This is an optimization exercise on Yosys and OpenROAD, whose aim is small area, not a production implementation. No activity file was given, so power comes from the tool's default toggle rates.

Design top, start of the top module:
module top(
    input clk_100MHz,
    input rst,
    input reset_button,
    input saveH_button,
    input saveL_button,
    input [7:0] sensors_input,
    input [7:0] setup_input,
    output reg [7:0] cathodes,  
    output reg [7:0] anodes,  
    output reg [2:0] LED1,  
    output reg [2:0] LED2  
    );
    function [3:0] level;
        input [7:0] c;
        case (c)
            8'b0000_0001: level = 4'd1;
            8'b0000_0011: level = 4'd2;
            8'b0000_0111: level = 4'd3;
            8'b0000_1111: level = 4'd4;
            8'b0001_1111: level = 4'd5;
            8'b0011_1111: level = 4'd6;
            8'b0111_1111: level = 4'd7;
            8'b1111_1111: level = 4'd8;
            default:      level = 4'd0;
        endcase
    endfunction
    function valid;
        input [7:0] c;
        valid = ~|(c[7:1] & ~c[6:0]);
    endfunction
    reg rb_out, sh_out, sl_out;
    reg prev_rb, prev_sh, prev_sl;
    wire reset = rst | rb_out;
    reg [9:0] scan;
    wire tick = (scan == 10'd690);
    always @(posedge clk_100MHz)
        if (reset | tick) scan <= 10'd0;
        else scan <= {scan[8:0], ~(scan[9] ^ scan[6])};
    reg [9:0] tcnt;
    always @(posedge clk_100MHz)
        if (reset) tcnt <= 10'd0;
        else if (tick) tcnt <= (tcnt == 10'd999) ? 10'd0 : tcnt + 10'd1;
    wire blink = (tcnt < 10'd499) | ((tcnt == 10'd499) & ~tick);
    wire [1:0] digit = tcnt[1:0];
    always @(posedge clk_100MHz)
        if (reset) begin
            rb_out <= 1'b0; sh_out <= 1'b0; sl_out <= 1'b0;
            prev_rb <= 1'b0; prev_sh <= 1'b0; prev_sl <= 1'b0;
        end else if (tick) begin
            rb_out <= reset_button & ~prev_rb;
            sh_out <= saveH_button & ~prev_sh;
            sl_out <= saveL_button & ~prev_sl;
            prev_rb <= reset_button;
            prev_sh <= saveH_button;
            prev_sl <= saveL_button;
        end
    reg [3:0] k1, k2;
    reg G, L;
    reg [2:0] hm1, lo;
    wire [3:0] sl = level(setup_input);
    wire sv = valid(setup_input);
    wire err = ~valid(sensors_input);
    always @(posedge clk_100MHz)
        if (reset) begin
  ...
==> flow/config.mk <==
export PLATFORM = sky130hd
export DESIGN_NAME = top
export DESIGN_NICKNAME = top
export VERILOG_FILES = /design/flow/design.v
export SDC_FILE = /design/flow/constraint.sdc
export NUM_CORES = 4
export LEC_CHECK = 0
export CAP_MARGIN = 20
export CORE_MARGIN = 2
export CORE_UTILIZATION = 40
export SLEW_MARGIN = 20
==> flow/constraint.sdc <==
create_clock -name core_clock -period 10.0 [get_ports {clk_100MHz}]
set_input_delay 2.0000 -clock core_clock [delete_from_list [all_inputs] [get_ports {clk_100MHz}]]
set_output_delay 2.0000 -clock core_clock [all_outputs]
set_load 0.01 [all_outputs]
standard.sh (not shown) runs the stock make flow with config.mk's settings and CLKGATE_MAP_FILE= SYNTH_SCRIPT=/design/flow/synth_recipe.tcl, a recipe that flattens the netlist after the stock synthesis.
==> flow/flow/run.sh <==
#!/bin/bash
# Standard ORFS layout, with port buffers of the smallest buffer cell.
cp standard.sh standard_sh_copy.txt
export BUFFER_PORTS_ARGS="-buffer_cell sky130_fd_sc_hd__buf_1"
bash standard.sh > standard.log 2>&1
The starting point passed the timing, design-rule and antenna checks.
Then changed:
==> flow/flow/run.sh (replaced) <==
#!/bin/bash
# The standard ORFS layout with two changes:
#  - synthesis maps the logic with an area-oriented abc script (flow/abc_area.script)
#    in place of ORFS's speed script; everything else in synthesis is the standard flow's own;
#  - port buffers use the smallest buffer cell.
set -euo pipefail
HERE=$(pwd)
{
  echo 'proc abc {args} {'
  echo '  set i [lsearch -exact $args -script]'
  echo "  if {\$i >= 0} { set args [lreplace \$args \$i [expr {\$i + 1}] -script $HERE/flow/abc_area.script] }"
  echo '  yosys abc {*}$args'
  echo '}'
  cat synth_recipe.tcl
} > area_synth.tcl
sed "s#SYNTH_SCRIPT=[^ ]*#SYNTH_SCRIPT=$HERE/area_synth.tcl#" standard.sh > area_standard.sh
grep -q "SYNTH_SCRIPT=$HERE/area_synth.tcl" area_standard.sh
export BUFFER_PORTS_ARGS="-buffer_cell sky130_fd_sc_hd__buf_1"
bash area_standard.sh > flow.log 2>&1
==> flow/flow/abc_area.script (new file) <==
strash
&get -n
&st
&deepsyn -T 30
&put
strash
dch -f
&get -n
&nf -R 1000
&put
topo
Result: Clock skew hardly moves. Via count falls by roughly a tenth. Setup slack gets worse by 0.077 ns. Synthesized area decreases by roughly a tenth. Worst hold slack degrades by 0.0081 ns.
No functional check of the RTL was part of any run of this note.

========
== exp/willow ==
Another version of the RTL of top (not shown whole).
Size in the first run: roughly 230 cells after synthesis.
Settings: LEC_CHECK=0, CAP_MARGIN=20, CORE_MARGIN=2, CORE_UTILIZATION=40, SLEW_MARGIN=20; clock period 10.0 ns.
==> flow/flow/run.sh <==
#!/bin/bash
# The standard ORFS layout (standard.sh) with these changes:
#  - synthesis maps the logic with an area-oriented abc script (deepsyn, then
#    &nf), once per deepsyn seed, and keeps the smallest result (flow/abc_multi.tcl),
#    in place of ORFS's speed script; adders are left to abc (no ADDER_MAP_FILE);
#    everything else in synthesis is the standard flow's own (synth_recipe.tcl);
#  - port buffers use the smallest buffer cell;
#  - clock tree: clkbuf_4 buffers, clusters of up to 8 sinks, no dummy loads.
# Each tool's output is in orfs/logs/; make's output is in flow.log.
set -euo pipefail
HERE=$(pwd)
export ABC_DIR=$HERE/abc
export ABC_SEEDS="0 1 2 3 4 5 6 7"
mkdir -p $ABC_DIR
for s in $ABC_SEEDS; do
  printf '%s\n' strash '&get -n' '&st' "&deepsyn -T 10 -S $s" '&put' strash 'dch -f' \
    '&get -n' '&nf -R 1000' '&put' topo > $ABC_DIR/abc_area_s$s.script
done
{
  echo "source $HERE/flow/abc_multi.tcl"
  cat synth_recipe.tcl
} > area_synth.tcl
sed -e "s#SYNTH_SCRIPT=[^ ]*#SYNTH_SCRIPT=$HERE/area_synth.tcl ADDER_MAP_FILE=#" standard.sh > area_standard.sh
grep -q "SYNTH_SCRIPT=$HERE/area_synth.tcl ADDER_MAP_FILE=" area_standard.sh
export BUFFER_PORTS_ARGS="-buffer_cell sky130_fd_sc_hd__buf_1"
export CTS_ARGS="-sink_clustering_enable -repair_clock_nets -dont_use_dummy_load -sink_clustering_size 8 -buf_list {sky130_fd_sc_hd__clkbuf_4}"
bash area_standard.sh > flow.log 2>&1
==> flow/flow/abc_multi.tcl <==
# Sourced by the synthesis script before ORFS's synth.tcl. Replaces yosys's abc
# command as synth.tcl calls it: maps the logic once per deepsyn seed with an
# area-oriented abc script (abc_area_s<seed>.script, written by run.sh) and
# keeps the result with the smallest cell area.
proc abc {args} {
  set i [lsearch -exact $args -script]
  set lib [lindex $args [expr {[lsearch -exact $args -liberty] + 1}]]
  set best_area ""
  yosys design -save abc_in
  foreach seed $::env(ABC_SEEDS) {
    yosys design -load abc_in
    set script $::env(ABC_DIR)/abc_area_s$seed.script
    yosys abc {*}[lreplace $args $i [expr {$i + 1}] -script $script]
    yosys tee -q -o $::env(ABC_DIR)/abc_stat_s$seed.txt stat -liberty $lib
    set f [open $::env(ABC_DIR)/abc_stat_s$seed.txt]
    set txt [read $f]
    close $f
    regexp {Chip area for module '[^']*': ([0-9.]+)} $txt -> area
    puts "abc seed $seed: cell area $area"
    if { $best_area eq "" || $area < $best_area } {
      set best_area $area
      yosys design -save abc_best
    }
  }
  yosys design -load abc_best
  puts "abc: kept cell area $best_area"
}
## Diff of input files: exp/sierra against exp/willow
--- a/flow/flow/run.sh
+++ b/flow/flow/run.sh
@@ -8 +8 @@
-#  - clock tree: clkbuf_4 buffers, clusters of up to 8 sinks, no dummy loads.
+#  - clock tree: clkbuf_4 buffers, clusters of up to 10 sinks, no dummy loads.
@@ -26 +26,2 @@
-export CTS_ARGS="-sink_clustering_enable -repair_clock_nets -dont_use_dummy_load -sink_clustering_size 8 -buf_list {sky130_fd_sc_hd__clkbuf_4}"
+export SKIP_REPAIR_TIE_FANOUT=1
+export CTS_ARGS="-sink_clustering_enable -repair_clock_nets -dont_use_dummy_load -sink_clustering_size 10 -buf_list {sky130_fd_sc_hd__clkbuf_4}"
--- a/flow/config.mk
+++ b/flow/config.mk
@@ -10,0 +11 @@
+export GPL_TIMING_DRIVEN = 0
[summary]
On total half-perimeter wirelength after legalization and detailed placement, exp/sierra tracks exp/willow almost exactly. exp/sierra vs. exp/willow: first-pass GRT wire length has decreased; total number of nets in the final design has increased. ~same final wirelength in exp/willow and exp/sierra. The multi-input gate share of total cell area of exp/sierra falls short of that of exp/willow by 1.6 points.
--- input diff exp/sierra..exp/quartz ---
==> flow/flow/run.sh <==
#!/bin/bash
# The standard ORFS layout (standard.sh) with these changes:
#  - synthesis maps the logic with an area-oriented abc script (flow/abc_area.script)
#    in place of ORFS's speed script, and leaves adders to abc (no ADDER_MAP_FILE);
#    everything else in synthesis is the standard flow's own (synth_recipe.tcl);
#  - port buffers use the smallest buffer cell.
# Each tool's output is in orfs/logs/; make's output is in flow.log.
set -euo pipefail
HERE=$(pwd)
{
  echo 'proc abc {args} {'
  echo '  set i [lsearch -exact $args -script]'
  echo "  if {\$i >= 0} { set args [lreplace \$args \$i [expr {\$i + 1}] -script $HERE/flow/abc_area.script] }"
  echo '  yosys abc {*}$args'
  echo '}'
  cat synth_recipe.tcl
} > area_synth.tcl
sed -e "s#SYNTH_SCRIPT=[^ ]*#SYNTH_SCRIPT=$HERE/area_synth.tcl ADDER_MAP_FILE=#" standard.sh > area_standard.sh
grep -q "SYNTH_SCRIPT=$HERE/area_synth.tcl ADDER_MAP_FILE=" area_standard.sh
export BUFFER_PORTS_ARGS="-buffer_cell sky130_fd_sc_hd__buf_1"
export CTS_ARGS="-sink_clustering_enable -repair_clock_nets -dont_use_dummy_load -sink_clustering_size 10 -buf_list {sky130_fd_sc_hd__clkbuf_4}"
bash area_standard.sh > flow.log 2>&1
==> flow/flow/abc_area.script (new file) <==
strash
&get -n
&st
&deepsyn -T 30
&put
strash
dch -f
&get -n
&nf -R 1000
&put
topo
--- a/flow/config.mk
+++ b/flow/config.mk
@@ -11 +10,0 @@
-export GPL_TIMING_DRIVEN = 0
removed: flow/flow/abc_multi.tcl
### Flow results
exp/quartz: PASS, flow complete, no timing, DRC or antenna violations. exp/sierra | stages: all done | timing, DRC, antenna: all pass. When exp/quartz is measured against exp/sierra, its number of non-filler instances in the completed layout turns out about 0.3% higher. Looking only at mean routed wirelength per cell, and setting everything else aside, the lower value of exp/sierra and exp/quartz goes to exp/sierra. In exp/quartz relative to exp/sierra, wire length of the first global-routing pass had gone up by a few percent. exp/quartz vs. exp/sierra: wire length shows an increase of 2.9%, met1 layer wirelength in the final routing lower, share of synthesized cell area in full adder, half adder and majority cells has decreased. The final critical delay including setup and external delays of exp/quartz falls short of that of exp/sierra by 0.76 ns. Summary of exp/quartz over exp/sierra: total power moved down; sequential fraction of total cell area rose 0.24 points; share of the synthesized area in compound gates (AO/OA/AOI/OAI) increased by 1.7 points relative to the old numbers.
Here is what was changed in the inputs of exp/umber compared with exp/quartz.
--- a/flow/flow/run.sh
+++ b/flow/flow/run.sh
@@ -3,2 +3,3 @@
-#  - synthesis maps the logic with an area-oriented abc script (flow/abc_area.script)
-#    in place of ORFS's speed script, and leaves adders to abc (no ADDER_MAP_FILE);
+#  - synthesis maps the logic with an area-oriented abc script (deepsyn, then
+#    &nf), once per deepsyn seed, and keeps the smallest result (flow/abc_multi.tcl),
+#    in place of ORFS's speed script; adders are left to abc (no ADDER_MAP_FILE);
@@ -6 +7,2 @@
-#  - port buffers use the smallest buffer cell.
+#  - port buffers use the smallest buffer cell;
+#  - clock tree: clkbuf_4 buffers, clusters of up to 10 sinks, no dummy loads.
@@ -9,0 +12,7 @@
+export ABC_DIR=$HERE/abc
+export ABC_SEEDS="0 1 2 3 4 5 6 7"
+mkdir -p $ABC_DIR
+for s in $ABC_SEEDS; do
+  printf '%s\n' strash '&get -n' '&st' "&deepsyn -T 10 -S $s" '&put' strash 'dch -f' \
+    '&get -n' '&nf -R 1000' '&put' topo > $ABC_DIR/abc_area_s$s.script
+done
@@ -11,5 +20 @@
-  echo 'proc abc {args} {'
-  echo '  set i [lsearch -exact $args -script]'
-  echo "  if {\$i >= 0} { set args [lreplace \$args \$i [expr {\$i + 1}] -script $HERE/flow/abc_area.script] }"
-  echo '  yosys abc {*}$args'
-  echo '}'
+  echo "source $HERE/flow/abc_multi.tcl"
==> flow/flow/abc_multi.tcl (new file) <==
# Sourced by the synthesis script before ORFS's synth.tcl. Replaces yosys's abc
# command as synth.tcl calls it: maps the logic once per deepsyn seed with an
# area-oriented abc script (abc_area_s<seed>.script, written by run.sh) and
# keeps the result with the smallest cell area.
proc abc {args} {
  set i [lsearch -exact $args -script]
  set lib [lindex $args [expr {[lsearch -exact $args -liberty] + 1}]]
  set best_area ""
  yosys design -save abc_in
  foreach seed $::env(ABC_SEEDS) {
    yosys design -load abc_in
    set script $::env(ABC_DIR)/abc_area_s$seed.script
    yosys abc {*}[lreplace $args $i [expr {$i + 1}] -script $script]
    yosys tee -q -o $::env(ABC_DIR)/abc_stat_s$seed.txt stat -liberty $lib
    set f [open $::env(ABC_DIR)/abc_stat_s$seed.txt]
    set txt [read $f]
    close $f
    regexp {Chip area for module '[^']*': ([0-9.]+)} $txt -> area
    puts "abc seed $seed: cell area $area"
    if { $best_area eq "" || $area < $best_area } {
      set best_area $area
      yosys design -save abc_best
    }
  }
  yosys design -load abc_best
  puts "abc: kept cell area $best_area"
}
removed: flow/flow/abc_area.script
- exp/umber: done, clean on timing, DRC and antenna
- Logic gate share of total power (exp/umber over exp/quartz): increase, 0.2 points
- Compared with exp/quartz, exp/umber shows a lower horizontal die dimension.
- Mux contribution to synthesized area in exp/umber is 0.53 points lower than in exp/quartz
- Count of unique library cells instantiated by Yosys, exp/umber and exp/quartz: larger value in exp/quartz
- Going from exp/quartz to exp/umber, via count of the first global-routing pass shrank by a little under 10%.
- Compound-cell area share of the yosys netlist (lower): exp/umber
- Compared with exp/quartz, exp/umber shows a die area that is 56 um2 lower.
- Diff exp/umber and exp/quartz: synthesized cell count lower in exp/umber
- Number of inserted filler cells in the final layout on exp/umber is down relative to exp/quartz.
- The routed wire length on met2 in exp/umber was lower than what exp/quartz gave.
- Comparing exp/umber and exp/quartz, the higher maximum number of pins on one net before global-route repair is on exp/quartz.
No functional check of the RTL was part of any run of this note.

==> static timing again, ports no longer ideal <==
In the flow no input, the clock included, has a driving cell. The finished layouts below were timed again as built, in two steps. Step 1: set_driving_cell puts a clkbuf_16 on clk_100MHz and a buf_2 on each other input, an assumption about the parent block. Step 2 adds t to the input delays and takes it off the output delays; t is the mean of the earliest and latest rising clock arrival at the registers after step 1. Input paths then give back, and output paths get back, about the clock's delay inside the block. a / b / c = ideal / step 1 / step 2; a / b = the first two.
run	t, ns	setup slack, ns	hold slack, ns	worst slew at a driven data input, ns
the first run of note 1	0.320	4.303 / 4.281 / 4.281	0.425 / 0.425 / 0.425	0.03
the second run of note 1	0.319	4.226 / 4.207 / 4.207	0.417 / 0.417 / 0.417	0.03
exp/willow	0.354	4.657 / 4.633 / 4.633	0.424 / 0.424 / 0.424	0.03
exp/sierra	0.358	3.898 / 3.875 / 3.875	0.425 / 0.425 / 0.425	0.03
exp/quartz	0.362	4.653 / 4.630 / 4.630	0.413 / 0.413 / 0.413	0.03
exp/umber	0.354	4.657 / 4.633 / 4.633	0.424 / 0.424 / 0.424	0.03
After both steps setup and hold are still met in every run listed.
